What follows belongs to an exercise in optimizing a design on an open flow for small area; a production flow would make more cautious choices. The RTL was checked by simulation tests, not by an equivalence proof against the original design. Power is estimated from default activity; no workload was simulated.

## flow/design.v (module list and top-level ports; edited modules follow where they fit)
// module v_arbiter: 15 lines
// module v_rux: 27 lines
// module v_fifo: 49 lines
// module v_channel: 235 lines
// module v_engine: 369 lines
// module v_control: 129 lines
// module v_ahb_slave: 71 lines
// module v_ahb_master: 301 lines
// module v_top: 243 lines
module v_top #(
  parameter CHANNEL_NUM    = 8,
  parameter REQUEST_LINE   = 16,
  parameter CHANNEL_DEPTH  = 4,
  parameter AHB_ADDR_SIZE  = 32,
  parameter AHB_DATA_SIZE  = 32) 
(
  input  logic                     hclk,
  input  logic                     hresetn,
  input  logic                     cg_te,
  output logic                     m_hsel_o,
  output logic [AHB_ADDR_SIZE-1:0] m_haddr_o,
  output logic [AHB_DATA_SIZE-1:0] m_hwdata_o,
  input  logic [AHB_DATA_SIZE-1:0] m_hrdata_i,
  output logic                     m_hwrite_o,
  output logic               [2:0] m_hsize_o,
  output logic               [2:0] m_hburst_o,
  output logic               [3:0] m_hprot_o,
  output logic               [1:0] m_htrans_o,
  output logic                     m_hmastlock_o,
  input  logic                     m_hready_i, 
  input  logic                     m_hresp_i,
  input  logic                     s_hsel_i,
  input  logic [AHB_ADDR_SIZE-1:0] s_haddr_i,
  input  logic [AHB_DATA_SIZE-1:0] s_hwdata_i,
  output logic [AHB_DATA_SIZE-1:0] s_hrdata_o,
  input  logic                     s_hwrite_i,
  input  logic               [2:0] s_hsize_i,
  input  logic               [2:0] s_hburst_i,
  input  logic               [3:0] s_hprot_i,
  input  logic               [1:0] s_htrans_i,
  input  logic                     s_hmastlock_i ,
  output logic                     s_hreadyout_o, 
  input  logic                     s_hready_i, 
  output logic                     s_hresp_o,
  output logic                     grq_o,
  output logic                     erq_o, 
  output logic   [CHANNEL_NUM-1:0] irq_o,  
  input  logic  [REQUEST_LINE-1:0] rreq_i,
  input  logic  [REQUEST_LINE-1:0] wreq_i,
  output logic  [REQUEST_LINE-1:0] rack_o,
  output logic  [REQUEST_LINE-1:0] wack_o,
  output logic                     ready);
  // ...
==> flow/flow/run.sh <==
#!/bin/bash
# Layout flow: the standard flow (standard.sh) with these changes.
#  1. After the standard synthesis, the combinational logic between the
#     registers is mapped again by ABC for area (flow/area.abc). The registers
#     are left as they are: same instances, names and cells. The new netlist
#     is checked against the standard one (registers cut open, ABC proves the
#     logic equal); if that fails the standard netlist is used.
#  2. Clock tree synthesis adds no dummy loads, and uses clkbuf_8 buffers on
#     sink clusters of 12.
#  3. The buffers that placement puts on every input and output port are
#     buf_2 cells.
# Each tool's output goes to a log file of its own in this folder.
set -uo pipefail
R=orfs/results/sky130hd/v_top/base
YOSYS=$FLOW_HOME/../tools/install/yosys/bin/yosys
YABC=$FLOW_HOME/../tools/install/yosys/bin/yosys-abc
LIB=$FLOW_HOME/platforms/sky130hd/lib/sky130_fd_sc_hd__tt_025C_1v80.lib
export BUFFER_PORTS_ARGS="-buffer_cell sky130_fd_sc_hd__buf_2"
export CTS_ARGS="-sink_clustering_enable -repair_clock_nets -dont_use_dummy_load -buf_list sky130_fd_sc_hd__clkbuf_8 -sink_clustering_size 12 -sink_clustering_max_diameter 80"

bash standard.sh synth > synth.log 2>&1 || exit 1
cp $R/1_2_yosys.v standard_netlist.v

DU=""
for c in probe_p_8 probec_p_8 lpflow_bleeder_1 lpflow_clkbufkapwr_1 lpflow_clkbufkapwr_16 \
  lpflow_clkbufkapwr_2 lpflow_clkbufkapwr_4 lpflow_clkbufkapwr_8 lpflow_clkinvkapwr_1 \
  lpflow_clkinvkapwr_16 lpflow_clkinvkapwr_2 lpflow_clkinvkapwr_4 lpflow_clkinvkapwr_8 \
  lpflow_decapkapwr_12 lpflow_decapkapwr_3 lpflow_decapkapwr_4 lpflow_decapkapwr_6 \
  lpflow_decapkapwr_8 lpflow_inputiso0n_1 lpflow_inputiso0p_1 lpflow_inputiso1n_1 \
  lpflow_inputiso1p_1 lpflow_inputisolatch_1 lpflow_isobufsrc_1 lpflow_isobufsrc_16 \
  lpflow_isobufsrc_2 lpflow_isobufsrc_4 lpflow_isobufsrc_8 lpflow_isobufsrckapwr_16 \
  lpflow_lsbuf_lh_hl_isowell_tap_1 lpflow_lsbuf_lh_hl_isowell_tap_2 \
  lpflow_lsbuf_lh_hl_isowell_tap_4 lpflow_lsbuf_lh_isowell_4 lpflow_lsbuf_lh_isowell_tap_1 \
  lpflow_lsbuf_lh_isowell_tap_2 lpflow_lsbuf_lh_isowell_tap_4; do
  DU="$DU -dont_use sky130_fd_sc_hd__$c"
done

cat > remap.ys <<EOT
read_liberty -ignore_miss_func $LIB
read_verilog standard_netlist.v
hierarchy -top v_top
setattr -mod -set keep_hierarchy 1 sky130_fd_sc_hd__df* sky130_fd_sc_hd__edf* sky130_fd_sc_hd__sdf* sky130_fd_sc_hd__sedf* sky130_fd_sc_hd__dl*
flatten
blackbox sky130_fd_sc_hd__*
delete t:\$scopeinfo
opt -purge
abc -script flow/area.abc -liberty $LIB $DU
opt_clean -purge
setundef -zero
hilomap -singleton -hicell sky130_fd_sc_hd__conb_1 HI -locell sky130_fd_sc_hd__conb_1 LO
insbuf -buf sky130_fd_sc_hd__buf_4 A X
splitnets
opt_clean -purge
stat -liberty $LIB
write_verilog -noattr -noexpr -nohex -nodec remapped_netlist.v
EOT
$YOSYS -s remap.ys > remap.log 2>&1

ok=0
if [[ -s remapped_netlist.v ]]; then
  python3 flow/cutff.py standard_netlist.v gold_cut.v > cut.log 2>&1 &&
  python3 flow/cutff.py remapped_netlist.v gate_cut.v >> cut.log 2>&1 &&
  cat > equiv.ys <<EOT &&
read_liberty -ignore_miss_func $LIB
read_verilog gold_cut.v
rename v_top gold
read_verilog gate_cut.v
rename v_top gate
hierarchy -check
flatten gold gate
delete t:\$scopeinfo
opt_clean
miter -equiv -flatten gold gate miter
hierarchy -top miter
opt -fast
techmap
aigmap
write_aiger miter.aig
EOT
  $YOSYS -s equiv.ys > equiv.log 2>&1 &&
  $YABC -c "read_aiger miter.aig; strash; iprove" > iprove.log 2>&1 &&
  grep -q "UNSATISFIABLE" iprove.log && ok=1
fi
if [[ $ok == 1 ]]; then
  echo "remapped netlist proven equal; using it" > remap_result.log
  cp remapped_netlist.v $R/1_2_yosys.v
else
  echo "remapped netlist not proven equal; using the standard netlist" > remap_result.log
fi
rm -f gold_cut.v gate_cut.v miter.aig

bash standard.sh > standard.log 2>&1
==> flow/flow/area.abc <==
&get -n
&st
&deepsyn -T 120
&dch -f
&nf -a -R 1000
&st
&syn2
&dch -f
&nf -a -R 1000
&put
topo
==> flow/flow/cutff.py <==
#!/usr/bin/env python3
"""Cut the flip-flops out of a mapped netlist: each flip-flop's Q becomes a top
input and each of its input pins a top output, named after the instance, so two
netlists with the same flip-flops can be compared as combinational logic."""
import re, sys
src, dst = sys.argv[1], sys.argv[2]
t = open(src).read()
m = re.search(r'module\s+v_top\s*\((.*?)\);', t, re.S)
body_start = m.end()
end = t.index('endmodule', body_start)
body = t[body_start:end]
inst_re = re.compile(r'\n(\s*)(sky130_fd_sc_hd__\w+)\s+(\\\S+|\S+)\s*\((.*?)\);', re.S)
newports = []
decls = []
assigns = []
def ident(s):
    s = re.sub(r'[^A-Za-z0-9_]', '_', s)
    return s
out = []
pos = 0
for mm in inst_re.finditer(body):
    cell, name, pins = mm.group(2), mm.group(3), mm.group(4)
    if not re.match(r'sky130_fd_sc_hd__(df|edf|sdf|sedf|dl)', cell):
        continue
    out.append(body[pos:mm.start()])
    pos = mm.end()
    base = ident(name.lstrip('\\'))
    for p, n in re.findall(r'\.(\w+)\(([^()]*)\)', pins):
        n = n.strip()
        if not n:
            continue
        if p in ('Q', 'Q_N'):
            pn = 'q__' + base + '__' + p
            newports.append(pn); decls.append(f'  input {pn};')
            assigns.append(f'  assign {n} = {pn};')
        else:
            pn = 'd__' + base + '__' + p
            newports.append(pn); decls.append(f'  output {pn};')
            assigns.append(f'  assign {pn} = {n} ;')
out.append(body[pos:])
ports = m.group(1).strip()
res = t[:m.start()] + 'module v_top(' + ports + ', ' + ', '.join(newports) + ');\n' + \
      '\n'.join(decls) + '\n' + ''.join(out) + '\n'.join(assigns) + '\n' + t[end:]
open(dst, 'w').write(res)
==> flow/standard.sh <==
#!/bin/bash
# synth_recipe.tcl (not shown) runs the flow's synth.tcl, then flattens the netlist and writes it again
# the make line also repeats each setting of config.mk as NAME=value (left out here)
make -C /OpenROAD-flow-scripts/flow DESIGN_CONFIG=/design/flow/config.mk WORK_HOME=/design/flow/orfs CLKGATE_MAP_FILE= SYNTH_SCRIPT=/design/flow/synth_recipe.tcl "${@:-finish}"
==> flow/config.mk <==
export PLATFORM = sky130hd
export DESIGN_NAME = v_top
export DESIGN_NICKNAME = v_top
export VERILOG_FILES = /design/flow/design.v
export SDC_FILE = /design/flow/constraint.sdc
export NUM_CORES = 8
export LEC_CHECK = 0
export CAP_MARGIN = 20
export CORE_MARGIN = 2
export CORE_UTILIZATION = 55
export SETUP_SLACK_MARGIN = 0.4
export SLEW_MARGIN = 20
==> flow/constraint.sdc <==
create_clock -name core_clock -period 12.0 [get_ports {hclk}]
set_input_delay 2.4000 -clock core_clock [delete_from_list [all_inputs] [get_ports {hclk}]]
set_output_delay 2.4000 -clock core_clock [all_outputs]
set_load 0.01 [all_outputs]
==> summary.md, run 1 <==
| Metric | Value |
|---|---|
| Outcome | finished clean |
| Area occupied by multi-input gates | 0.0450 mm² |
| Max reg flops | slightly above 1,000 |
| Largest net degree at the start of global routing | 77 |
| Die W | 514 µm |
| Biggest Area Class | flip-flops and latches |
| Final WS setup | ~0.74 ns |
| Via count | 116,000 |
| Crit Reg-Reg Startpoint | v_engine.channel_select_next[1] |
| DIE HEIGHT | 514 µm |
| Worst-margin pin slew | approximately 1.4 ns |
| Fill count | 20,100 |
| CP delay by family, top | simple AND/OR/NAND/NOR gates |
| N_taps | 3,402 |
| Top flop regs | v_engine.channels.v_channel.byte_fifos.byte_fifo.memory: 1024 flops, v_engine.channels.v_channel.l_m: 264 flops |
| Multi-input comb cells | 7,366 |
| Internal Power | 0.0155 W |
| Non-Filler Instances | 15,700 |
| Synthesis Warnings | 10 |
| Inverters excl. clock | 449 |
| CTS H-Tree Depth | 5 |
| Area after DPL | 0.153 mm² |
| Vias in the first global route | around 110k |
| Final Skew | 0.177 ns |
| Crit path max fanout | 76 |
| Data required, critical path | 12.83 ns |
| Final Max Tran Viols | 0 |
| Critical path's largest stage delay | 0.55 ns |
| Clock Power | 0.00622 W |
| Most common cell on crit path | nand2b_1 |
| Initial antenna violation count | 41 |
| Routed Antenna Nets | 0 |
==> module v_channel, before the edit <==
module v_channel (
  input  logic        clk,
  input  logic        areset,
  input  logic        ch_enable_i,
  input  logic        ch_rd_mode_i, 
  input  logic        ch_wr_mode_i,
  input  logic        ch_rd_incr_i,  
  input  logic        ch_wr_incr_i,
  input  logic  [1:0] ch_rd_size_i,  
  input  logic  [1:0] ch_wr_size_i, 
  input  logic  [2:0] ch_rd_bsize_i,  
  input  logic  [2:0] ch_wr_bsize_i,  
  input  logic        ch_rack_en_i,  
  input  logic        ch_wack_en_i,
  input  logic [31:0] ch_data_len_i, 
  input  logic [31:0] ch_rd_addr_i,   
  input  logic [31:0] ch_wr_addr_i,
  input  logic        sel_i,
  input  logic        i_last_i,
  input  logic        i_last_write_i,
  input  logic        i_next_i,
  input  logic        i_resp_i,
  input  logic [31:0] g_addr_next_i,
  input  logic [32:0] g_l_next_i,
  input  logic        g_l_last_i,
  input  logic  [8:0] g_d_next_i,
  input  logic        g_r_ge_wb_next_i,
  input  logic        g_w_done_i,
  input  logic        g_r_full_i,
  input  logic        g_wb_ge_rb_i,
  input  logic  [1:0] g_fr_next_i,
  input  logic  [1:0] g_fw_next_i,
  output logic        rush_read_o,
  output logic        rush_write_o,
  output logic [31:0] i_rd_addr_o,
  output logic [31:0] i_wr_addr_o, 
  output logic  [2:0] i_bsize_o,
  output logic  [1:0] i_size_o,
  output logic        i_incr_o,   
  output logic        i_mode_o,
  output logic  [8:0] d_count_o,
  output logic        r_ge_wb_o,
  output logic [32:0] l_count_o,
  input  logic        i_read_i,
  input  logic        i_write_i,
  input  logic  [3:0] g_rd_lanes_i,
  input  logic  [3:0] g_wr_lanes_i,
  input  logic [31:0] g_wr_data_i,
  output logic  [1:0] f_r_count_o,
  output logic  [1:0] f_w_count_o,
  output logic [31:0] f_data_o,
  output logic  [3:0] f_valid_o,
  output logic        ch_bus_error_o, 
  output logic        ch_interrupt_o,  
  input  logic        ch_rreq_i,
  input  logic        ch_wreq_i,
  output logic        rack_state_o,
  output logic        wack_state_o,
  output logic        loaded_o,
  output logic        ready);
  typedef enum logic [3:0] {
    IDLE,
    READ,
    WRITE,
    WAIT_ACK_READ,
    WAIT_LAST_READ,
    WAIT_ACK_WRITE,
    WAIT_LAST_WRITE,
    LAST,
    BUS_ERROR} fsm_state;
  fsm_state state;
  logic  [8:0] d_count;
  logic        r_ge_wb;
  logic [32:0] l_m;
  logic  [7:0] wb;
  logic        next, last, fresh, start;
  assign next = i_next_i & sel_i;
  assign last = i_last_i & sel_i;
  assign fresh = ~ch_interrupt_o & ~ch_bus_error_o;
  assign start = state == IDLE & ch_enable_i;
  assign wb = 8'd1 << ch_wr_bsize_i;
  assign d_count_o = d_count;
  assign r_ge_wb_o = r_ge_wb;
  assign l_count_o = l_m;
  assign loaded_o = state != IDLE | ~fresh;
  assign rush_read_o = state == READ;
  assign rush_write_o = state == WRITE;
  always @(posedge clk or negedge areset)
    if (~areset) begin
      state <= IDLE;
      ch_bus_error_o <= '0;
      ch_interrupt_o <= '0;
    end
    else case (state)
      IDLE: 
        if (ch_enable_i) state <= READ;
      READ: begin
        if (i_resp_i) state <= BUS_ERROR;
        else if (next) begin
          if (~g_wb_ge_rb_i | g_r_full_i) begin
            if (ch_rack_en_i & ~ch_rd_mode_i) 
              state <= WAIT_LAST_READ;
            else state <= WRITE;
          end
          else if (ch_rack_en_i & ~ch_rd_mode_i)
            state <= WAIT_LAST_READ;
        end   
      end    
      WAIT_LAST_READ: begin
        if (i_resp_i) state <= BUS_ERROR;
        if (last) state <= WAIT_ACK_READ;
      end
      WAIT_ACK_READ: begin
        if (next) state <= BUS_ERROR;
        if (~ch_rreq_i) begin
          if (ch_wr_bsize_i >= ch_rd_bsize_i && ~r_ge_wb)
            state <= READ;
          else
            state <= WRITE;
        end 
      end
      WRITE: begin
        if (i_resp_i) state <= BUS_ERROR;
        else if (next) begin
          if (g_l_last_i) 
            state <= LAST;
          else if (ch_wack_en_i & ~ch_wr_mode_i)
            state <= WAIT_LAST_WRITE;
          else if (g_w_done_i)
            state <= READ;
        end
      end
      WAIT_LAST_WRITE: begin
        if (i_resp_i) state <= BUS_ERROR;
        if (i_last_write_i) state <= WAIT_ACK_WRITE;
      end
      WAIT_ACK_WRITE: begin
        if (i_resp_i) state <= BUS_ERROR;
        if (~ch_wreq_i) begin       
          if (l_m == {1'b0, ch_data_len_i})
            state <= LAST;
          else if (w_ge_r)
            state <= READ;
          else
            state <= WRITE;
        end
      end
      LAST: begin
        if (i_resp_i) state <= BUS_ERROR;
        if (i_last_write_i) begin
          ch_interrupt_o <= '1;
          state <= IDLE;
        end
      end 
      BUS_ERROR: begin
        ch_bus_error_o <= '1;
        state <= IDLE;
      end  
      default: ;
    endcase
  logic rd_next, wr_next, wr_last, to_read_w, to_read_a, ack_w, to_write_r;
  logic w_ge_r;
  assign w_ge_r = d_count[8] | d_count == '0;
  assign rd_next   = state == READ & ~i_resp_i & next;
  assign wr_next   = state == WRITE & ~i_resp_i & next;
  assign wr_last   = wr_next & g_l_last_i;
  assign to_read_w = wr_next & ~g_l_last_i & ~(ch_wack_en_i & ~ch_wr_mode_i) & g_w_done_i;
  assign ack_w     = state == WAIT_ACK_WRITE & ~ch_wreq_i & l_m != {1'b0, ch_data_len_i};
  assign to_read_a = ack_w & w_ge_r;
  assign to_write_r = rd_next & (~g_wb_ge_rb_i | g_r_full_i);
  always @(posedge clk) begin
    if (start) begin
      i_rd_addr_o <= ch_rd_addr_i;
      i_wr_addr_o <= ch_wr_addr_i;
    end
    if (rd_next & ch_rd_incr_i) i_rd_addr_o <= g_addr_next_i;
    if (wr_next & ~g_l_last_i & ch_wr_incr_i) i_wr_addr_o <= g_addr_next_i;
    if (start) l_m <= '1;
    if (wr_next & ~g_l_last_i) l_m <= g_l_next_i;
    if (rd_next) begin
      d_count <= g_d_next_i;
      r_ge_wb <= g_r_ge_wb_next_i;
    end
    if (wr_next & ~g_l_last_i) d_count <= g_d_next_i;
    if (start | to_read_w | to_read_a) begin
      d_count <= '0;
      r_ge_wb <= '0;
    end
    if (start | to_read_w | to_read_a) begin
      i_incr_o <= ch_rd_incr_i;
      i_size_o <= ch_rd_size_i; 
      i_bsize_o <= ch_rd_bsize_i;
    end
    if (to_write_r | (wr_next & ~g_l_last_i & ~to_read_w)) begin
      i_incr_o <= ch_wr_incr_i;
      i_size_o <= ch_wr_size_i;
      i_bsize_o <= ch_wr_bsize_i;
    end
    if (start | to_read_w | to_read_a | (wr_next & ~g_l_last_i & ch_wack_en_i & ~ch_wr_mode_i))
      i_mode_o <= '0;
    if (to_write_r | (wr_next & ~g_l_last_i & ~(ch_wack_en_i & ~ch_wr_mode_i) & ~g_w_done_i) |
        (ack_w & ~w_ge_r))
      i_mode_o <= '1;
  end
  assign rack_state_o = state == WAIT_LAST_READ;
  assign wack_state_o = state == WAIT_LAST_WRITE | state == LAST;
  assign ready = state == IDLE;
  logic [1:0] f_r_count, f_w_count;
  logic rd, wr;
  assign rd = i_read_i & sel_i;
  assign wr = i_write_i & sel_i;
  assign f_r_count_o = f_r_count;
  assign f_w_count_o = f_w_count;
  always @(posedge clk or negedge areset)
    if (~areset) begin
      f_r_count <= '0;
      f_w_count <= '0;
    end
    else begin
      if (rd) f_r_count <= g_fr_next_i;
      if (wr) f_w_count <= g_fw_next_i;
    end 
  genvar i;
  generate for (i=0; i<4; i++) begin : byte_fifos
    v_fifo byte_fifo (
      .clk(clk),
      .areset(areset),
      .data_i(g_wr_data_i[8*i+:8]),
      .read_i(rd & g_rd_lanes_i[i]),
      .write_i(wr & g_wr_lanes_i[i]),
      .sel_i(sel_i),
      .data_o(f_data_o[8*i+:8]),
      .valid_o(f_valid_o[i]));
  end endgenerate
endmodule
==> module v_engine, before the edit <==
module v_engine #(
  parameter CHANNEL_NUM  = 8,
  parameter REQUEST_LINE = 16,
  parameter BUFFER_SIZE  = 4)
(
  input  logic clk,
  input  logic areset,
  input  logic cg_te,
  input  logic [CHANNEL_NUM-1:0]       ch_enable_i, 
  input  logic [CHANNEL_NUM-1:0] [1:0] ch_prior_i,
  input  logic [CHANNEL_NUM-1:0]       ch_rd_mode_i, 
  input  logic [CHANNEL_NUM-1:0]       ch_wr_mode_i,
  input  logic [CHANNEL_NUM-1:0]       ch_rd_incr_i,  
  input  logic [CHANNEL_NUM-1:0]       ch_wr_incr_i,
  input  logic [CHANNEL_NUM-1:0] [1:0] ch_rd_size_i,  
  input  logic [CHANNEL_NUM-1:0] [1:0] ch_wr_size_i, 
  input  logic [CHANNEL_NUM-1:0] [2:0] ch_rd_bsize_i,  
  input  logic [CHANNEL_NUM-1:0] [2:0] ch_wr_bsize_i, 
  input  logic [CHANNEL_NUM-1:0]
      [$clog2(REQUEST_LINE)-1:0]       ch_rreq_sel_i, 
  input  logic [CHANNEL_NUM-1:0]
      [$clog2(REQUEST_LINE)-1:0]       ch_wreq_sel_i,
  input  logic [CHANNEL_NUM-1:0]       ch_rack_en_i,  
  input  logic [CHANNEL_NUM-1:0]       ch_wack_en_i,
  input  logic [CHANNEL_NUM-1:0][31:0] ch_data_len_i, 
  input  logic [CHANNEL_NUM-1:0][31:0] ch_rd_addr_i,   
  input  logic [CHANNEL_NUM-1:0][31:0] ch_wr_addr_i,
  output logic [CHANNEL_NUM-1:0]       ch_ready_o,
  output logic [CHANNEL_NUM-1:0]       ch_bus_error_o, 
  output logic                         grq_o,
  output logic [CHANNEL_NUM-1:0]       irq_o,  
  input  logic [REQUEST_LINE-1:0]      rreq_i,
  input  logic [REQUEST_LINE-1:0]      wreq_i,
  output logic [REQUEST_LINE-1:0]      rack_o,
  output logic [REQUEST_LINE-1:0]      wack_o,   
  input  logic                         i_next_i,
  input  logic                         i_last_i,
  input  logic                         i_last_write_i,
  input  logic                         i_resp_i,  
  output logic                         i_valid_o,  
  output logic                  [31:0] i_rd_addr_o,
  output logic                  [31:0] i_wr_addr_o, 
  output logic [$clog2(4*BUFFER_SIZE):0] i_lenght_o,
  output logic                   [1:0] i_size_o,
  output logic                         i_incr_o,
  output logic                         i_mode_o,
  input  logic                         i_ready_i,
  input  logic                         i_hready_i,
  output logic                  [31:0] i_rd_data_o, 
  input  logic                  [31:0] i_wr_data_i,
  input  logic                   [1:0] i_buf_size_i,
  input  logic                   [1:0] i_buf_offset_i,
  input  logic                         i_read_i,
  input  logic                         i_write_i,
  output logic                         race,
  output logic                         ready);
  localparam CW = $clog2(CHANNEL_NUM);
  logic [CHANNEL_NUM-1:0]      rreq;
  logic [CHANNEL_NUM-1:0]      wreq;
  logic [CHANNEL_NUM-1:0]      rack_state;
  logic [CHANNEL_NUM-1:0]      wack_state;
  logic [CHANNEL_NUM-1:0][31:0] i_rd_addr;
  logic [CHANNEL_NUM-1:0][31:0] i_wr_addr; 
  logic [CHANNEL_NUM-1:0][2:0]  i_bsize;
  logic [CHANNEL_NUM-1:0]       loaded;
  logic [CHANNEL_NUM-1:0] [1:0] i_size;
  logic [CHANNEL_NUM-1:0]       i_incr;
  logic [CHANNEL_NUM-1:0]       i_mode;
  logic [CHANNEL_NUM-1:0] [8:0] d_count;
  logic [CHANNEL_NUM-1:0]       r_ge_wb;
  logic [CHANNEL_NUM-1:0][32:0] l_count;
  logic [CHANNEL_NUM-1:0] [1:0] f_r_count;
  logic [CHANNEL_NUM-1:0] [1:0] f_w_count;
  logic [CHANNEL_NUM-1:0][31:0] f_data;
  logic [CHANNEL_NUM-1:0] [3:0] f_valid;
  logic [CHANNEL_NUM-1:0]       rush_read;
  logic [CHANNEL_NUM-1:0]       rush_write;
  logic [CHANNEL_NUM-1:0]       read_request;
  logic [CHANNEL_NUM-1:0]       write_request;
  logic [CW-1:0] read_channel;
  logic [CW-1:0] write_channel;
  logic [CW-1:0] channel_select;
  logic [CW-1:0] channel_select_next;
  logic [CW-1:0] channel_select_last;
  logic [CW-1:0] channel_select_last_write;
  logic [CHANNEL_NUM-1:0] sel;
  logic race_i;
  logic channel_init;
  logic read_ready_from_arbiter;
  logic write_ready_from_arbiter; 
  typedef enum logic [1:0] {
    IDLE,
    WAIT_REQUEST,
    HANDLING_REQUEST} fsm_state;
  fsm_state state;
  assign channel_select = 
    write_ready_from_arbiter ? 
    write_channel : read_channel;
  always @(posedge clk) if (|ch_enable_i) begin
    if (channel_init) channel_select_next <= channel_select;
    if (channel_init) channel_select_last <= channel_select;
    if (channel_init) channel_select_last_write <= channel_select;
    if (race)
      if (i_last_i | i_valid_o) channel_select_next <= channel_select;
    if (i_next_i) channel_select_last <= channel_select_next;
    if (i_last_write_i) channel_select_last_write <= channel_select_next;
  end
  assign race = race_i & (state != IDLE); 
  assign race_i = write_ready_from_arbiter | read_ready_from_arbiter;
  always @(posedge clk or negedge areset)
    if (~areset) begin
      state <= IDLE;
      channel_init <= '0;
      i_valid_o <= '0;
      grq_o <= '0;
    end 
    else case (state)
      IDLE: begin
        grq_o <= '0;
        if (|ch_enable_i) begin
          state <=  WAIT_REQUEST;
          channel_init <= '1;
        end
      end
      WAIT_REQUEST: begin
        channel_init <= '0;
        if (|ch_enable_i) begin
          if (race_i & i_ready_i) begin
            channel_init <= '0;
            i_valid_o <= '1;
            state <= HANDLING_REQUEST;
          end
        end else begin
          grq_o <= '1;
          state <= IDLE;
        end 
      end
      HANDLING_REQUEST: begin
        i_valid_o <= '0;
        if (|ch_enable_i) begin 
          if (i_hready_i) begin  
            if (i_resp_i) state <= IDLE;
            else if (~race_i)
              state <=  WAIT_REQUEST;
          end  
        end 
        else if (i_ready_i) begin
          grq_o <= '1;
          state <= IDLE;
        end 
      end
      default: ;
    endcase
  always_comb
    for (int i=0; i<CHANNEL_NUM; i++) sel[i] = channel_select_next == i;
  logic [31:0] g_addr, g_len;
  logic [32:0] g_l;
  logic  [8:0] g_d;
  logic        g_read, g_rge;
  logic  [2:0] g_rbs, g_wbs;
  logic  [1:0] g_fr, g_fw;
  logic [31:0] g_fdata;
  logic  [3:0] g_fvalid;
  always_comb begin
    g_addr = '0; g_len = '0; g_l = '0; g_d = '0; g_read = '0; g_rge = '0;
    g_rbs = '0; g_wbs = '0; g_fr = '0; g_fw = '0; g_fdata = '0; g_fvalid = '0;
    for (int i=0; i<CHANNEL_NUM; i++) g_fdata = g_fdata | f_data[i];
    for (int i=0; i<CHANNEL_NUM; i++) if (sel[i]) begin
      g_addr    = g_addr    | (rush_read[i] ? i_rd_addr[i] : i_wr_addr[i]);
      g_read    = g_read    | rush_read[i];
      g_len     = g_len     | ch_data_len_i[i];
      g_l       = g_l       | l_count[i];
      g_d       = g_d       | d_count[i];
      g_rge     = g_rge     | r_ge_wb[i];
      g_rbs     = g_rbs     | ch_rd_bsize_i[i];
      g_wbs     = g_wbs     | ch_wr_bsize_i[i];
      g_fr      = g_fr      | f_r_count[i];
      g_fw      = g_fw      | f_w_count[i];
      g_fvalid  = g_fvalid  | f_valid[i];
    end
  end
  logic  [7:0] g_rb, g_wb;
  logic [31:0] g_addr_next;
  logic [32:0] g_l_next;
  logic        g_l_last;
  logic  [8:0] g_d_next, g_r_next;
  logic        g_w_done, g_r_full, g_wb_ge_rb, g_rge_next;
  assign g_rb = 8'd1 << g_rbs;
  assign g_wb = 8'd1 << g_wbs;
  assign g_addr_next = g_addr + 32'(g_read ? g_rb : g_wb);
  assign g_l_next = g_l + 33'(g_wb);
  assign g_l_last = g_l_next == {1'b0, g_len};
  assign g_r_next = g_d + {1'b0, g_rb};
  assign g_d_next = g_read ? g_r_next : g_d - {1'b0, g_wb};
  assign g_rge_next = g_r_next >= {1'b0, g_wb};
  assign g_wb_ge_rb = g_wbs >= g_rbs;
  assign g_r_full = g_d >= {1'b0, g_wb} - {1'b0, g_rb};
  assign g_w_done = g_d[8] | (g_rge ? g_d[7:0] <= g_wb : g_d[7:0] == '0);
  logic [3:0] lane_mask;
  logic [1:0] lane_step;
  logic [1:0] w_rot, r_rot;
  logic [3:0] g_rd_lanes, g_wr_lanes;
  logic [3:0][7:0] g_wr_data, wr_bytes;
  logic [1:0] g_fr_next, g_fw_next;
  always_comb
    case (i_buf_size_i)
      2'd0:    begin lane_mask = 4'b0001; lane_step = 2'd1; end
      2'd1:    begin lane_mask = 4'b0011; lane_step = 2'd2; end
      2'd2:    begin lane_mask = 4'b1111; lane_step = 2'd0; end
      default: begin lane_mask = 4'b0000; lane_step = 2'd0; end
    endcase
  assign wr_bytes = i_wr_data_i;
  assign w_rot = 2'(i_buf_offset_i - g_fw);
  assign r_rot = 2'(g_fr - i_buf_offset_i);
  assign g_fr_next = 2'(g_fr + lane_step);
  assign g_fw_next = 2'(g_fw + lane_step);
  always_comb
    for (int j=0; j<4; j++) begin
      g_wr_lanes[j] = lane_mask[2'(j - g_fw)];
      g_rd_lanes[j] = lane_mask[2'(j - g_fr)];
      g_wr_data[j] = wr_bytes[2'(j + w_rot)];
    end
  logic [3:0] hw_mask;
  always_comb
    case (i_buf_size_i)
      2'd0:    hw_mask = 4'b0001 << i_buf_offset_i;
      2'd1:    hw_mask = i_buf_offset_i[1] ? 4'b1100 : 4'b0011;
      2'd2:    hw_mask = 4'b1111;
      default: hw_mask = 4'b0000;
    endcase
  logic [31:0] d_data;
  logic [CW-1:0] d_owner;
  logic d_valid;
  always @(posedge clk or negedge areset)
    if (~areset) begin
      d_valid <= '0;
    end
    else if (i_read_i) begin
      d_valid <= ch_enable_i[channel_select_next];
    end
    else if (~ch_enable_i[d_owner]) begin
      d_valid <= '0;
    end
  always @(posedge clk)
    if (i_read_i) begin
      d_owner <= channel_select_next;
      for (int j=0; j<4; j++)
        d_data[8*j+:8] <= (lane_mask[2'(j - i_buf_offset_i)] & hw_mask[j] & g_fvalid[2'(j + r_rot)]) ?
                          g_fdata[8*(2'(j + r_rot))+:8] : 8'd0;
    end
  assign i_rd_data_o = (d_valid & ch_enable_i[d_owner] & d_owner == channel_select_last) ?
                       d_data : '0;
  genvar i;
  generate for (i=0; i<CHANNEL_NUM; i++) begin : channels
    v_channel v_channel (
      .clk(clk),
      .areset(areset & ch_enable_i[i]),
      .ch_enable_i(ch_enable_i[i]),
      .ch_rd_mode_i(ch_rd_mode_i[i]), 
      .ch_wr_mode_i(ch_wr_mode_i[i]),
      .ch_rd_incr_i(ch_rd_incr_i[i]),  
      .ch_wr_incr_i(ch_wr_incr_i[i]),
      .ch_rd_size_i(ch_rd_size_i[i]),  
      .ch_wr_size_i(ch_wr_size_i[i]),  
      .ch_rd_bsize_i(ch_rd_bsize_i[i]),  
      .ch_wr_bsize_i(ch_wr_bsize_i[i]), 
      .ch_rack_en_i(ch_rack_en_i[i]),  
      .ch_wack_en_i(ch_wack_en_i[i]),
      .ch_data_len_i(ch_data_len_i[i]), 
      .ch_rd_addr_i(ch_rd_addr_i[i]),   
      .ch_wr_addr_i(ch_wr_addr_i[i]),
      .sel_i(sel[i]),
      .i_last_i(i_last_i),
      .i_last_write_i(i_last_write_i),
      .i_next_i(i_next_i),
      .i_resp_i(i_resp_i & i==channel_select_last),
      .g_addr_next_i(g_addr_next),
      .g_l_next_i(g_l_next),
      .g_l_last_i(g_l_last),
      .g_d_next_i(g_d_next),
      .g_r_ge_wb_next_i(g_rge_next),
      .g_w_done_i(g_w_done),
      .g_r_full_i(g_r_full),
      .g_wb_ge_rb_i(g_wb_ge_rb),
      .g_fr_next_i(g_fr_next),
      .g_fw_next_i(g_fw_next),
      .rush_read_o(rush_read[i]),
      .rush_write_o(rush_write[i]),
      .i_rd_addr_o(i_rd_addr[i]),
      .i_wr_addr_o(i_wr_addr[i]), 
      .i_bsize_o(i_bsize[i]),
      .i_size_o(i_size[i]),
      .i_incr_o(i_incr[i]),
      .i_mode_o(i_mode[i]),
      .d_count_o(d_count[i]),
      .r_ge_wb_o(r_ge_wb[i]),
      .l_count_o(l_count[i]),
      .i_read_i(i_read_i),
      .i_write_i(i_write_i),
      .g_rd_lanes_i(g_rd_lanes),
      .g_wr_lanes_i(g_wr_lanes),
      .g_wr_data_i(g_wr_data),
      .f_r_count_o(f_r_count[i]),
      .f_w_count_o(f_w_count[i]),
      .f_data_o(f_data[i]),
      .f_valid_o(f_valid[i]),
      .ch_bus_error_o(ch_bus_error_o[i]),
      .ch_interrupt_o(irq_o[i]),
      .ch_rreq_i(rreq[i]),
      .ch_wreq_i(wreq[i]),
      .rack_state_o(rack_state[i]),
      .wack_state_o(wack_state[i]),
      .loaded_o(loaded[i]),
      .ready(ch_ready_o[i]));
  end endgenerate
  logic cs_loaded;
  assign cs_loaded = loaded[channel_select];
  assign i_rd_addr_o = ~cs_loaded ? '0 :
                       i_mode[channel_select] ? i_wr_addr[channel_select] : i_rd_addr[channel_select];
  assign i_wr_addr_o = i_rd_addr_o;
  assign i_lenght_o = cs_loaded ? 5'(8'd1 << i_bsize[channel_select]) : '0;
  assign i_size_o = cs_loaded ? i_size[channel_select] : '0;
  assign i_incr_o = cs_loaded & i_incr[channel_select];
  assign i_mode_o = cs_loaded & i_mode[channel_select];
  v_arbiter #(CHANNEL_NUM)
  read_arbiter (
    .r_i(read_request & ch_enable_i),
    .p_i(ch_prior_i), 
    .c_o(read_channel),
    .ready(read_ready_from_arbiter));
  v_arbiter #(CHANNEL_NUM)
  write_arbiter (
    .r_i(write_request & ch_enable_i),
    .p_i(ch_prior_i),
    .c_o(write_channel),
    .ready(write_ready_from_arbiter));
  v_rux #(CHANNEL_NUM, REQUEST_LINE)
  v_rux (
    .rmux_i(ch_rreq_sel_i),
    .wmux_i(ch_wreq_sel_i),
    .rreq_i(rreq_i),
    .wreq_i(wreq_i),
    .wack_o(wack_o),
    .ch_rreq_o(rreq),
    .ch_wreq_o(wreq), 
    .ch_wack_i(wack_state & {CHANNEL_NUM{i_last_write_i}})); 
  logic [$clog2(REQUEST_LINE)-1:0] g_rsel;
  always_comb begin
    g_rsel = '0;
    for (int i=0; i<CHANNEL_NUM; i++) if (sel[i]) g_rsel = g_rsel | ch_rreq_sel_i[i];
  end
  always_comb begin
    rack_o = '0;
    if (i_last_i & |(rack_state & sel)) rack_o[g_rsel] = 1'b1;
  end
  logic [CHANNEL_NUM-1:0] req_mask;
  always_comb begin
    read_request = '0;
    write_request = '0; 
    req_mask = '0;
    for (int i=0; i<CHANNEL_NUM; i++) begin
      req_mask[i] = i_last_i & sel[i];  
      read_request[i] = rreq[i] & rush_read[i] & ~req_mask[i]; 
      write_request[i] = wreq[i] & rush_write[i] & ~req_mask[i]; 
      if (ch_rd_mode_i[i]) read_request[i] = rush_read[i] & ~req_mask[i];
      if (ch_wr_mode_i[i]) write_request[i] = rush_write[i] & ~req_mask[i];
  end end
  assign ready = state == IDLE;
endmodule
==> run 2: changes to the inputs <==
--- a/flow/design.v
+++ b/flow/design.v
@@ -303,12 +303,12 @@
     if (rd_next & ch_rd_incr_i) i_rd_addr_o <= g_addr_next_i;
     if (wr_next & ~g_l_last_i & ch_wr_incr_i) i_wr_addr_o <= g_addr_next_i;
     if (start) l_m <= '1;
-    if (wr_next & ~g_l_last_i) l_m <= g_l_next_i;
+    if (wr_next) l_m <= g_l_next_i;
     if (rd_next) begin
       d_count <= g_d_next_i;
       r_ge_wb <= g_r_ge_wb_next_i;
     end
-    if (wr_next & ~g_l_last_i) d_count <= g_d_next_i;
+    if (wr_next) d_count <= g_d_next_i;
     if (start | to_read_w | to_read_a) begin
       d_count <= '0;
       r_ge_wb <= '0;
@@ -318,15 +318,14 @@
       i_size_o <= ch_rd_size_i; 
       i_bsize_o <= ch_rd_bsize_i;
     end
-    if (to_write_r | (wr_next & ~g_l_last_i & ~to_read_w)) begin
+    if (to_write_r) begin
       i_incr_o <= ch_wr_incr_i;
       i_size_o <= ch_wr_size_i;
       i_bsize_o <= ch_wr_bsize_i;
     end
     if (start | to_read_w | to_read_a | (wr_next & ~g_l_last_i & ch_wack_en_i & ~ch_wr_mode_i))
       i_mode_o <= '0;
-    if (to_write_r | (wr_next & ~g_l_last_i & ~(ch_wack_en_i & ~ch_wr_mode_i) & ~g_w_done_i) |
-        (ack_w & ~w_ge_r))
+    if (to_write_r | (ack_w & ~w_ge_r))
       i_mode_o <= '1;
   end
   assign rack_state_o = state == WAIT_LAST_READ;
@@ -458,6 +457,12 @@
   assign channel_select = 
     write_ready_from_arbiter ? 
     write_channel : read_channel;
+  logic [CHANNEL_NUM-1:0] cs_oh;
+  always_comb
+    for (int i=0; i<CHANNEL_NUM; i++) cs_oh[i] = channel_select == i;
+  always @(posedge clk) if (|ch_enable_i) begin
+    if (channel_init | race & (i_last_i | i_valid_o)) sel <= cs_oh;
+  end
   always @(posedge clk) if (|ch_enable_i) begin
     if (channel_init) channel_select_next <= channel_select;
     if (channel_init) channel_select_last <= channel_select;
@@ -513,8 +518,6 @@
       end
       default: ;
     endcase
-  always_comb
-    for (int i=0; i<CHANNEL_NUM; i++) sel[i] = channel_select_next == i;
   logic [31:0] g_addr, g_len;
   logic [32:0] g_l;
   logic  [8:0] g_d;
==> run 2 against run 1 <==
- still clean
- clock power increased by 1%
- combinational power increased to 4.6 times the previous value
- utilization decreased by 0.11 points
- cell count is 2.2% lower
- critical endpoint is now v_engine.channels[3].v_channel.i_rd_addr_o[31]
==> summary.md, run 2 <==
| Metric | Value |
|---|---|
| Outcome | finished clean |
| Internal Power | 0.0184 W (+19%) |
| Top flop regs | v_engine.channels.v_channel.byte_fifos.byte_fifo.memory: 1024 flops, v_engine.channels.v_channel.l_m: 264 flops |
| Worst Path Buf+Inv | 3 |
| Top routing layer in use | met5 |
| Critical Path AT | 12.30 ns |
| Clock group share of total power | 21.7% |
| CTS sink count | 3,342 |
| CTS H-Tree Depth | 5 (unchanged) |
| Final Critical Period | 11.42 ns |
| Highest Clock Rate | 87.5 MHz |
| Maximum clock insertion buffer count | 4 |
| Area growth from synthesis to layout | 10.4% |
| VDD IR-drop max | 0.000174 V |
| Crit path max fanout | 41 (-46%) |
| DR vias/cell | 7.39 |
| Final Skew | 0.186 ns (+0.00868 ns) |
| Crit Reg-Reg Endpoint | v_engine.channels[3].v_channel.i_rd_addr_o[31] |
| Setup violations, final | 0 |
| IO Port Bufs | 252 |
| I/O pin count | 305 |
| Pwr/cell area | roughly 190 mW/mm² |
| Avg WL per Cell | 39.5 µm |
| Slew HR | between 10% and 20% |
| Crit Reg-Reg Startpoint | v_engine.sel[7] |
| R2R depth | 36 |
| Length of routed met2 wiring | 257 mm |
| Sequential share of power | 49.2% |
| Sw Share | 36.7% |
| Critical path class | reg -> reg |
| Critical path's largest stage delay | 0.81 ns (+0.26 ns) |
| Layout cells sized above 1 | roughly 11% |
| Core Region | roughly 0.26 mm² |
| Initial DRT Pass Iterations | 14 |
| Most common cell after layout, fill and taps aside | edfxtp_1 |
| Clock latency on the worst-skew pair | roughly 1.2 ns |
| CP delay by family, top | simple AND/OR/NAND/NOR gates |
| Clock root buffer | clkbuf_8 |
| Initial Util | 55.2% |
| TritonCTS clock tree | done |
| Final hold vios | 0 |
| WHS Path Cells | 1 |
| Routed Antenna Nets | 0 (unchanged) |
| RSZ-0062 raised after global routing | no |
| Hpwl dp | about 400 mm |
| Syn Inst Count | 10,900 |
| Slowest stage cell, crit path | nor2b_4 |
| Hold Buf Count CTS | 0 |
| Leakage Power | 52.8 nW |
| Initial antenna violation count | 47 (+15%) |
| Largest net degree at the start of global routing | 66 (-14%) |
| Clk slew on worst S/H paths | 0.08 ns |
| Most common cell on crit path | nand3_1 |
| Die Area | 0.262 mm² |
| Data required, critical path | 12.88 ns (+0.05 ns) |
| Psw | 0.0106 W |
| Reg-to-reg slack, setup | between 0.5 and 0.6 ns |
| Part of the cycle the worst path needs | 95.2% |
| Final Max Tran Viols | 0 (unchanged) |
| Max reg flops | 1,024 (unchanged) |
| CP Launch Type | flop |
| Worst hold path type | reg -> reg |
| Crit end category | flop |
| # rows | 186 |
| Grt ovf | 0 |
| Die W | 512 µm (-0.43%) |
| Via count | 113,000 (-2.4%) |
| MaxCap Viol Count | 0 |
| Met3 wire length | just under 100 mm |
| Synth Cell Area | 0.142 mm² |
| Combinational Power Share | between 20% and 30% |
| GRT Overall Usage | 45.3% |
| Total CTS buffers | 331 |
| Commonest non-fill, non-tap cells in the layout | edfxtp_1 (2,892), nand2_1 (1,427), nor2_1 (822), o21ai_0 (742), a222oi_1 (505) |
| Synthesis Warnings | 10 (unchanged) |
| Pwr Total | approximately 0.029 W |
| RD Place Congestion | 1.08 |
| Fin nets | around 12,000 |
| Detailed-route DRC error count | 0 |
| Largest register by flop count | v_engine.channels.v_channel.byte_fifos.byte_fifo.memory |
| Vias in the first global route | 106,000 (-1.4%) |
| First-pass GRT wire length | between 800 and 900 mm |
| Setup_tns | 0 ns |
| Final wirelength | ~600 mm |
| Post-Syn Area per Cell | 12.9 µm² |
| Worst-margin pin slew | 1.33 ns (-0.0702 ns) |
| Length of routed wiring on met1 | just over 200 mm |
| Fill count | 19,800 (-1.5%) |
| DIE HEIGHT | 512 µm (-0.43%) |
| DR iter-0 viols | 24,100 |
[run 2: changes by cell type in the layout (fill, tap and decap cells not counted), sizes merged, moves of 28 or more]
cell,previous run,this run
mux2,76,43
nor4,118,66
o221ai,38,69
a222oi,392,505
clkinv,448,400
nor3b,38,108
a221oi,162,134
nor3,281,181
a21oi,546,476
and2,100,131
mux2i,114,66
and3,92,127
a22oi,357,308
buf,772,713
[run 2: worst max path at each step]
stage | endpoint | start | slack, ns | cells after the start
final | v_engine.channels[3].v_channel.i_rd_addr_o[31] | v_engine.sel[7] | 0.58 | 36
after global routing | v_engine.channels[3].v_channel.i_rd_addr_o[31] | v_engine.sel[7] | 0.42 | 36
after CTS | v_engine.channels[0].v_channel.i_wr_addr_o[31] | v_engine.channels[6].v_channel.state[0] | 0.97 | 39
after floorplan | v_engine.channels[7].v_channel.i_wr_addr_o[0] | v_engine.sel[4] | 0.58 | 36
after detailed placement | v_engine.channels[0].v_channel.i_wr_addr_o[31] | v_engine.channels[6].v_channel.state[0] | 1.02 | 39
after global placement | v_ahb_master.m_haddr_o[31] | m_hready_i | 0.94 | 39
[run 2: layout make-up]
type | count | area (µm²) | area share [%]
Multi-Input combinational cell | 7156 | 43300 | 27.7
Inverter | 400 | 1500 | 0.960
Timing Repair Buffer | 713 | 5090 | 3.26
Clock buffer | 331 | 4560 | 2.91
Antenna cell | 27 | 67.6 | 0.0432
Sequential cell | 3342 | 97700 | 62.4
Tap cell | 3384 | 4230 | 2.71
[run 2: power by group through the flow]
stage	logic (W)	clock network (W)	registers, W
global route	0.00875	0.00661	0.0143
floorplan	0.00435	0	0.0143
finish	0.00846	0.00629	0.0143
detailed placement	0.00800	0	0.0145
global placement	0.00787	0	0.0144
CTS	0.00804	0.00621	0.0142
[run 2: through the flow]
| stage | setup slack [ns] | utilization, % | hold WS, ns | area (µm²) | cells |
|---|---|---|---|---|---|
| final | 0.577 | 61.0 | 0.478 | 156000 | 15400 |
| after global routing | 0.419 | 61.0 | 0.498 | 156000 | 15300 |
| after CTS | 0.974 | 60.9 | 0.479 | 156000 | 15300 |
| after detailed placement | 1.02 | 59.1 | 0.460 | 152000 | 15000 |
| after global placement | 0.942 | 59.1 | 0.451 | 151000 | 15000 |
| after floorplan | 0.584 | - | 0.433 | 142000 | 11000 |
[run 2: routing by layer]
metal  track usage (%)  vias up
li1                  -    45100
met1              58.5    54900
met2              65.8    10900
met3              15.3     2453
met4              28.4       24
met5             0.110        -
[run 2: timing repair]
action / CTS / global route
buffers inserted: 0 / 1
resized for setup: 0 / 3
endpoints found under the setup margin: 0 / 60
==> run 3: changes to the inputs <==
--- a/flow/flow/run.sh
+++ b/flow/flow/run.sh
@@ -6,17 +6,17 @@
 #     is checked against the standard one (registers cut open, ABC proves the
 #     logic equal); if that fails the standard netlist is used.
 #  2. Clock tree synthesis adds no dummy loads, and uses clkbuf_8 buffers on
-#     sink clusters of 12.
+#     sink clusters of 14.
 #  3. The buffers that placement puts on every input and output port are
-#     buf_2 cells.
+#     buf_1 cells.
 # Each tool's output goes to a log file of its own in this folder.
 set -uo pipefail
 R=orfs/results/sky130hd/v_top/base
 YOSYS=$FLOW_HOME/../tools/install/yosys/bin/yosys
 YABC=$FLOW_HOME/../tools/install/yosys/bin/yosys-abc
 LIB=$FLOW_HOME/platforms/sky130hd/lib/sky130_fd_sc_hd__tt_025C_1v80.lib
-export BUFFER_PORTS_ARGS="-buffer_cell sky130_fd_sc_hd__buf_2"
-export CTS_ARGS="-sink_clustering_enable -repair_clock_nets -dont_use_dummy_load -buf_list sky130_fd_sc_hd__clkbuf_8 -sink_clustering_size 12 -sink_clustering_max_diameter 80"
+export BUFFER_PORTS_ARGS="-buffer_cell sky130_fd_sc_hd__buf_1"
+export CTS_ARGS="-sink_clustering_enable -repair_clock_nets -dont_use_dummy_load -buf_list sky130_fd_sc_hd__clkbuf_8 -sink_clustering_size 14 -sink_clustering_max_diameter 60"
 
 bash standard.sh synth > synth.log 2>&1 || exit 1
 cp $R/1_2_yosys.v standard_netlist.v
--- a/flow/config.mk
+++ b/flow/config.mk
@@ -7,6 +7,6 @@
 export LEC_CHECK = 0
 export CAP_MARGIN = 20
 export CORE_MARGIN = 2
-export CORE_UTILIZATION = 55
+export CORE_UTILIZATION = 62
 export SETUP_SLACK_MARGIN = 0.4
 export SLEW_MARGIN = 20
==> run 3 against run 2 <==
- still clean on timing, DRC and antenna
- synthesized cell count did not move
- synthesized area did not move
- register-to-register slack improved by 0.08 ns
- global-route usage rose by 6.7 points
- fmax rose by 0.74%
- non-clock buffer count fell by 35
- count of clock-buffer cells in the layout fell by 27
- routed wire length rose by 1.8%
- power rose by 0.17%
- cell count fell by 2.8%
- setup slack improved by 0.084 ns
- critical endpoint unchanged
==> summary.md, run 3 <==
| Metric | Value |
|---|---|
| Outcome | finished clean |
| Largest net degree at the start of global routing | 66 (unchanged) |
| I/O pin count | 305 (unchanged) |
| Worst hold path type | reg -> reg |
| Final WS setup | 0.661 ns (+0.0839 ns) |
| Core Region | 0.227 mm² (-11%) |
| Critical path's largest stage delay | 0.69 ns (-0.12 ns) |
| CP delay by family, top | simple AND/OR/NAND/NOR gates |
| Most common cell after layout, fill and taps aside | edfxtp_1 |
| Die W | 482 µm (-5.8%) |
| Total CTS buffers | 304 (-8.2%) |
| Avg WL per Cell | 41.4 µm (+4.7%) |
| Final Critical Period | 11.34 ns (-0.0839 ns) |
| Max reg flops | 1,024 (unchanged) |
| HP Start | v_control.ch_rd_size_o[7] |
| Crit Reg-Reg Startpoint | v_engine.sel[1] |
| Critical Path AT | 12.20 ns (-0.10 ns) |
| Slowest stage cell, crit path | buf_4 |
| Slew HR | 13.9% (+2.4 points) |
| Commonest non-fill, non-tap cells in the layout | edfxtp_1 (2,892), nand2_1 (1,421), nor2_1 (822), o21ai_0 (740), a222oi_1 (505) |
| Final wirelength | 617 mm (+1.8%) |
| Syn Inst Count | 10,900 (unchanged) |
| Layout cells sized above 1 | 8.46% (-2.3 points) |
| Initial Util | 62.3% (+7.1 points) |
| Internal Power | 0.0181 W (-1.5%) |
| Sequential share of power | 49.4% (+0.2 points) |
| Crit end category | flop |
| Fin nets | 12,000 (-0.51%) |
| Crit path max fanout | 42 (+2.4%) |
| DR iter-0 viols | 27,800 (+15%) |
| Data required, critical path | 12.86 ns (-0.02 ns) |
| Final Max Tran Viols | 0 (unchanged) |
| Synth Cell Area | 0.142 mm² (unchanged) |
| Critical path class | reg -> reg |
| MaxCap Viol Count | 0 (unchanged) |
| Hold Buf Count CTS | 0 (unchanged) |
| TritonCTS clock tree | done |
| Worst-margin pin slew | 1.29 ns (-0.0360 ns) |
| # rows | 175 (-5.9%) |
| Combinational Power Share | 29.6% (+0.4 points) |
| Highest Clock Rate | 88.2 MHz (+0.74%) |
| Clock group share of total power | 21.0% (-0.7 points) |
| Routed Antenna Nets | 0 (unchanged) |
| Pwr/cell area | 187 mW/mm² (+1.1%) |
| Hpwl dp | 402 mm (+0.19%) |
| Pre-CTS setup slack | 0.464 ns (-0.559 ns) |
| RD Place Congestion | 1.06 (-2.3%) |
| RSZ-0062 raised after global routing | no |
| Setup violations, final | 0 (unchanged) |
| Leakage Power | 51.7 nW (-2.2%) |
| Detailed-route DRC error count | 0 (unchanged) |
| CP Launch Type | flop |
| Reg-to-reg slack, setup | 0.66 ns (+0.08 ns) |
| CTS H-Tree Depth | 5 (unchanged) |
| Top flop regs | v_engine.channels.v_channel.byte_fifos.byte_fifo.memory: 1024 flops, v_engine.channels.v_channel.l_m: 264 flops |
| Grt ovf | 0 (unchanged) |
| Post-Syn Area per Cell | 12.9 µm² (unchanged) |
| DR vias/cell | 7.96 (+7.7%) |
| Die Area | 0.232 mm² (-11%) |
| VDD IR-drop max | 0.000161 V (-7.9%) |
| CTS sink count | 3,342 (unchanged) |
| Worst Path Buf+Inv | 3 (unchanged) |
| GRT Overall Usage | 52.0% (+6.7 points) |
| Via count | 119,000 (+4.7%) |
| DIE HEIGHT | 482 µm (-5.8%) |
| First-pass GRT wire length | 838 mm (+1.5%) |
| Area growth from synthesis to layout | 9.41% |
| Clock root buffer | clkbuf_8 |
| IO Port Bufs | 252 (unchanged) |
| Part of the cycle the worst path needs | 94.5% (-0.70 points) |
| Worst hold slack | 0.478 ns (-0.0000160 ns) |
| Sw Share | 37.7% (+1.0 points) |
| Crit Reg-Reg Endpoint | v_engine.channels[3].v_channel.i_rd_addr_o[31] |
| Synthesis Warnings | 10 (unchanged) |
| R2R depth | 37 (+2.8%) |
| Initial antenna violation count | 47 (unchanged) |
| Final hold vios | 0 (unchanged) |
| Maximum clock insertion buffer count | 4 (unchanged) |
| Clock latency on the worst-skew pair | 1.23 ns (about the same) |
| Initial DRT Pass Iterations | 22 (+8) |
| Psw | 0.0110 W (+3.0%) |
| Clk slew on worst S/H paths | 0.10 ns (+0.02 ns) |
| Hold Path End | v_engine.channels[3].v_channel.i_size_o[1] |
| Largest register by flop count | v_engine.channels.v_channel.byte_fifos.byte_fifo.memory |
| WHS Path Cells | 1 (unchanged) |
| Setup_tns | 0 ns (unchanged) |
| Vias in the first global route | 112,000 (+6.3%) |
| Final Skew | 0.170 ns (-0.0153 ns) |
-- run 3: timing repair --
action,CTS,global route
gates resized for setup,0,6
endpoints found under the setup margin,0,391
buffers inserted,0,4
-- run 3: metal layers --
metal | part of all wire (%) | routed length (µm) | vias to the layer above | global-route usage (%)
li1 | - | - | 45000 | -
met1 | 30 | 185000 | 55600 | 62.7
met5 | 0.067 | 415 | - | 0.551
met2 | 40 | 249000 | 14000 | 73.0
met3 | 19 | 116000 | 4082 | 23.0
met4 | 11 | 67000 | 38 | 40.5
-- run 3: how the worst max path moves through the flow --
stage | from | endpoint | slack (ns) | cells past startpoint
after floorplan | v_engine.sel[4] | v_engine.channels[7].v_channel.i_wr_addr_o[0] | 0.58 | 36
after global routing | v_engine.channels[6].v_channel.state[1] | v_engine.channels[3].v_channel.i_rd_addr_o[31] | 0.42 | 40
after detailed placement | rreq_i[14] | v_ahb_master.m_haddr_o[31] | 0.46 | 36
after CTS | v_engine.sel[3] | v_engine.channels[6].v_channel.i_incr_o | 0.91 | 38
final | v_engine.sel[1] | v_engine.channels[3].v_channel.i_rd_addr_o[31] | 0.66 | 37
after global placement | rreq_i[14] | v_ahb_master.m_haddr_o[31] | 0.85 | 36
-- run 3: metrics by stage --
stage | std cells | total power (W) | util, % | instance area, µm²
CTS | 14900 | 0.0282 | 68.0 | 155000
global placement | 14600 | 0.0221 | 66.1 | 150000
floorplan | 11000 | 0.0187 | - | 142000
global route | 14900 | 0.0294 | 68.2 | 155000
detailed placement | 14600 | 0.0224 | 66.2 | 150000
finish | 14900 | 0.0291 | 68.2 | 155000
-- run 3: power by group through the flow --
| stage | combinational [W] | sequential, W | clock [W] |
|---|---|---|---|
| finish | 0.00861 | 0.0144 | 0.00609 |
| global route | 0.00873 | 0.0144 | 0.00630 |
| CTS | 0.00797 | 0.0143 | 0.00590 |
| detailed placement | 0.00788 | 0.0145 | 0 |
| global placement | 0.00763 | 0.0145 | 0 |
| floorplan | 0.00435 | 0.0143 | 0 |
-- run 3: cell type report --
| class | instances | area, µm² |
|---|---|---|
| tap | 3009 | 3760 |
| fill | 15300 | 72300 |
| antenna | 39 | 97.6 |
| inverter | 400 | 1500 |
| multi-input combinational | 7156 | 43300 |
| sequential | 3342 | 97700 |
| timing repair buffer | 678 | 4490 |
| clock buffer | 304 | 4180 |
==> run 4: changes to the inputs <==
--- a/flow/config.mk
+++ b/flow/config.mk
@@ -7,6 +7,7 @@
 export LEC_CHECK = 0
 export CAP_MARGIN = 20
 export CORE_MARGIN = 2
-export CORE_UTILIZATION = 62
+export CORE_UTILIZATION = 55
+export PLACE_DENSITY = 0.72
 export SETUP_SLACK_MARGIN = 0.4
 export SLEW_MARGIN = 20
==> run 4 against run 3 <==
- critical endpoint is now v_engine.channels[2].v_channel.i_rd_addr_o[31]
- largest cell class unchanged
- combinational power decreased by 2.8%
- highest routed layer unchanged
- routed wire length is 1.9% lower
- clock skew down 0.011 ns
- register-to-register slack gained 0.08 ns
- synthesized area unchanged
- count of clock-buffer cells in the layout is 4 higher
- fmax up 0.67%
- sequential share of layout area decreased by 0.35 points
- first-iteration DRC count fell by 15%
- via count decreased by 4.6%
- global-route usage shrank 6.9 points
==> summary.md, run 4 <==
| Metric | Value |
|---|---|
| Final Critical Period | 11.26 ns (-0.0751 ns) |
| Slowest stage cell, crit path | dfrtp_1 |
| Pwr/cell area | 184 mW/mm² (-1.7%) |
| Avg WL per Cell | 39.5 µm (-4.5%) |
| Seq. cell area | 0.0977 mm² (unchanged) |
| Top flop regs | v_engine.channels.v_channel.byte_fifos.byte_fifo.memory: 1024 flops, v_engine.channels.v_channel.l_m: 264 flops |
| Initial antenna violation count | 33 (-30%) |
| RSZ-0062 raised after global routing | no |
| CTS H-Tree Depth | 5 (unchanged) |
| Final Max Tran Viols | 0 (unchanged) |
| Synth Cell Area | 0.142 mm² (unchanged) |
| Critical path's largest stage delay | 0.65 ns (-0.04 ns) |
| Sw Share | 36.9% (-0.77 points) |
| Fin nets | 12,100 (+0.33%) |
| DIE HEIGHT | 512 µm (+6.1%) |
| Hpwl dp | 399 mm (-0.74%) |
| Vias in the first global route | 106,000 (-5.8%) |
| Worst hold path type | reg -> async |
| TritonCTS clock tree | done |
| Setup violations, final | 0 (unchanged) |
| Die W | 512 µm (+6.1%) |
| Slew HR | 14.3% (+0.39 points) |
| Crit path max fanout | 17 (-60%) |
| MaxCap Viol Count | 0 (unchanged) |
| Fill count | 19,900 (+30%) |
| VDD IR-drop max | 0.000180 V (+12%) |
| RD Place Congestion | 1.04 (-2.2%) |
| Largest register by flop count | v_engine.channels.v_channel.byte_fifos.byte_fifo.memory |
| First-pass GRT wire length | 823 mm (-1.7%) |
| Crit end category | flop |
| Commonest non-fill, non-tap cells in the layout | edfxtp_1 (2,892), nand2_1 (1,427), nor2_1 (824), o21ai_0 (741), a222oi_1 (505) |
| I/O pin count | 305 (unchanged) |
| Clock latency on the worst-skew pair | 1.19 ns (-0.04 ns) |
| Post-route cell area | 0.156 mm² (+0.55%) |
| Largest net degree at the start of global routing | 95 (+44%) |
| Hold Buf Count CTS | 0 (unchanged) |
| Pwr Total | 0.0287 W (-1.1%) |
| Detailed-route DRC error count | 0 (unchanged) |
| DR vias/cell | 7.40 (-7.1%) |
| Area growth from synthesis to layout | 10.0% |
| Critical Path AT | 12.10 ns (-0.10 ns) |
| Area occupied by multi-input gates | 0.0433 mm² (about the same) |
| Final hold vios | 0 (unchanged) |
| Clk slew on worst S/H paths | 0.09 ns (about the same) |
| Maximum clock insertion buffer count | 4 (unchanged) |
| Initial DRT Pass Iterations | 22 (unchanged) |
| GRT Overall Usage | 45.1% (-6.9 points) |
| # rows | 186 (+6.3%) |
| Post-Syn Area per Cell | 12.9 µm² (unchanged) |
| Clock group share of total power | 21.2% (+0.2 points) |
| Post_cts resized | 0 (unchanged) |
| Syn Inst Count | 10,900 (unchanged) |
| Internal Power | 0.0181 W (about the same) |
| Routed Antenna Nets | 0 (unchanged) |
| CP Launch Type | flop |
| Setup Buffers After CTS | 0 (unchanged) |
| Data required, critical path | 12.84 ns (-0.02 ns) |
| Initial Util | 55.2% (-7.1 points) |
| Layout cells sized above 1 | 8.72% (+0.27 points) |
| Most common cell on crit path | nand2b_1 |
| Combinational Power Share | 29.2% (-0.4 points) |
| Clock root buffer | clkbuf_8 |
| Grt ovf | 0 (unchanged) |
| IO Port Bufs | 252 (unchanged) |
| Setup_tns | 0 ns (unchanged) |
| Critical path class | reg -> reg |
| Final wirelength | 606 mm (-1.9%) |
| Highest Clock Rate | 88.8 MHz (+0.67%) |
| Core Region | 0.256 mm² (+13%) |
| DR iter-0 viols | 23,600 (-15%) |
| Via count | 113,000 (-4.6%) |
| Part of the cycle the worst path needs | 93.9% (-0.63 points) |
| Most common cell after layout, fill and taps aside | edfxtp_1 |
| Psw | 0.0106 W (-3.2%) |
| Max reg flops | 1,024 (unchanged) |
| CTS sink count | 3,342 (unchanged) |
| Die Area | 0.262 mm² (+13%) |
| Sequential share of power | 49.6% (+0.2 points) |
| Worst-margin pin slew | 1.29 ns (-0.00592 ns) |
| Synthesis Warnings | 10 (unchanged) |
| Area after DPL | 0.151 mm² (+0.64%) |
| Outcome | finished clean |
| Total CTS buffers | 308 (+1.3%) |
| Leakage Power | 51.9 nW (+0.42%) |
| Final Skew | 0.160 ns (-0.0107 ns) |
## run 4: cell count changes in the layout (fill, tap and decap cells not counted), sizes merged
cell    delta
buf       +33
diode     -17
clkbuf     +7
## run 4: through the flow
step	util [%]	setup slack, ns	std cells	hold WS [ns]
2_1_floorplan	-	0.584	11000	0.433
3_3_place_gp	59.0	0.907	15000	0.450
3_5_place_dp	59.0	0.731	15000	0.459
4_1_cts	60.7	0.671	15300	0.480
5_1_grt	60.8	0.387	15300	0.496
6_report	60.8	0.736	15300	0.477
## run 4: critical path, delay by kind of cell (launching register included)
family | cells | cell delay [ns]
compound gates | 8 | 2.41
xor+xnor | 1 | 0.32
fa+ha+maj | 2 | 0.73
buf+inv | 1 | 0.33
flops | 1 | 0.65
simple gates | 25 | 6.49
## run 4: power by group through the flow
stage	clock network [W]	logic, W	registers, W
floorplan	0	0.00435	0.0143
global placement	0	0.00781	0.0144
finish	0.00609	0.00837	0.0143
detailed placement	0	0.00797	0.0145
global route	0.00639	0.00865	0.0143
CTS	0.00600	0.00800	0.0142
## run 4: worst paths after layout
path,startpoint,end,slack [ns],cells after the start
worst min-delay path,v_control.ch_enable_o[5],v_engine.channels[5].v_channel.ch_bus_error_o,0.48,2
worst min register to register,v_control.ch_enable_o[5],v_engine.channels[5].v_channel.ch_bus_error_o,0.48,2
worst max register to register,v_engine.channels[3].v_channel.state[1],v_engine.channels[2].v_channel.i_rd_addr_o[31],0.74,37
min in group core_clock,flop,flop,0.48,1
worst max-delay path,v_engine.channels[3].v_channel.state[1],v_engine.channels[2].v_channel.i_rd_addr_o[31],0.74,37
max in group asynchronous,hresetn,async pin,8.81,4
## run 4: metal layers
metal	track usage, %	share of wire, %
met4	30.0	8.6
met5	0	0.029
met3	13.8	15
met1	57.3	33
met2	66.9	43
## run 4: cell type report
cell class / instances / area share, %
diodes: 22 / 0.0353
inverters: 400 / 0.963
repair buffers: 714 / 3.13
multi-input cells: 7156 / 27.8
flip-flops and latches: 3342 / 62.7
clock buffers: 308 / 2.72
well taps: 3384 / 2.72

what the ideal ports hide:
No port has a modelled driver above. Below, the same layouts with a new extraction and two added sets of constraints.
Step 1: set_driving_cell puts a clkbuf_16 on hclk and a buf_2 on each other input, an assumption about the parent block.
Step 2, shift: input delay + t, output delay - t, t = (earliest + latest rising clock arrival at the registers) / 2. This alone moves slack from input paths to output paths.
a / b / c = ideal ports / drivers / drivers and shift; a / b = the first two.
run | t, ns | setup slack, ns | hold slack, ns | worst data-port slew with drivers (ns) | cell pins on the clock port's net
run 1 | 1.208 | 0.745 / 0.745 / 0.745 | 0.459 / 0.459 / 0.459 | 0.12 | 1
run 2 | 1.228 | 0.577 / 0.577 / 0.577 | 0.478 / 0.478 / 0.478 | 0.18 | 1
run 3 | 1.239 | 0.661 / 0.661 / -0.143 | 0.478 / 0.478 / 0.478 | 0.16 | 1
run 4 | 1.226 | 0.736 / 0.736 / 0.434 | 0.477 / 0.477 / 0.477 | 0.22 | 1
Met with ideal ports but missed after step 2: setup timing in run 3. For run 3, which loses most, drivers alone change the setup slack by 0.000 ns; drivers and shift together by -0.804 ns.
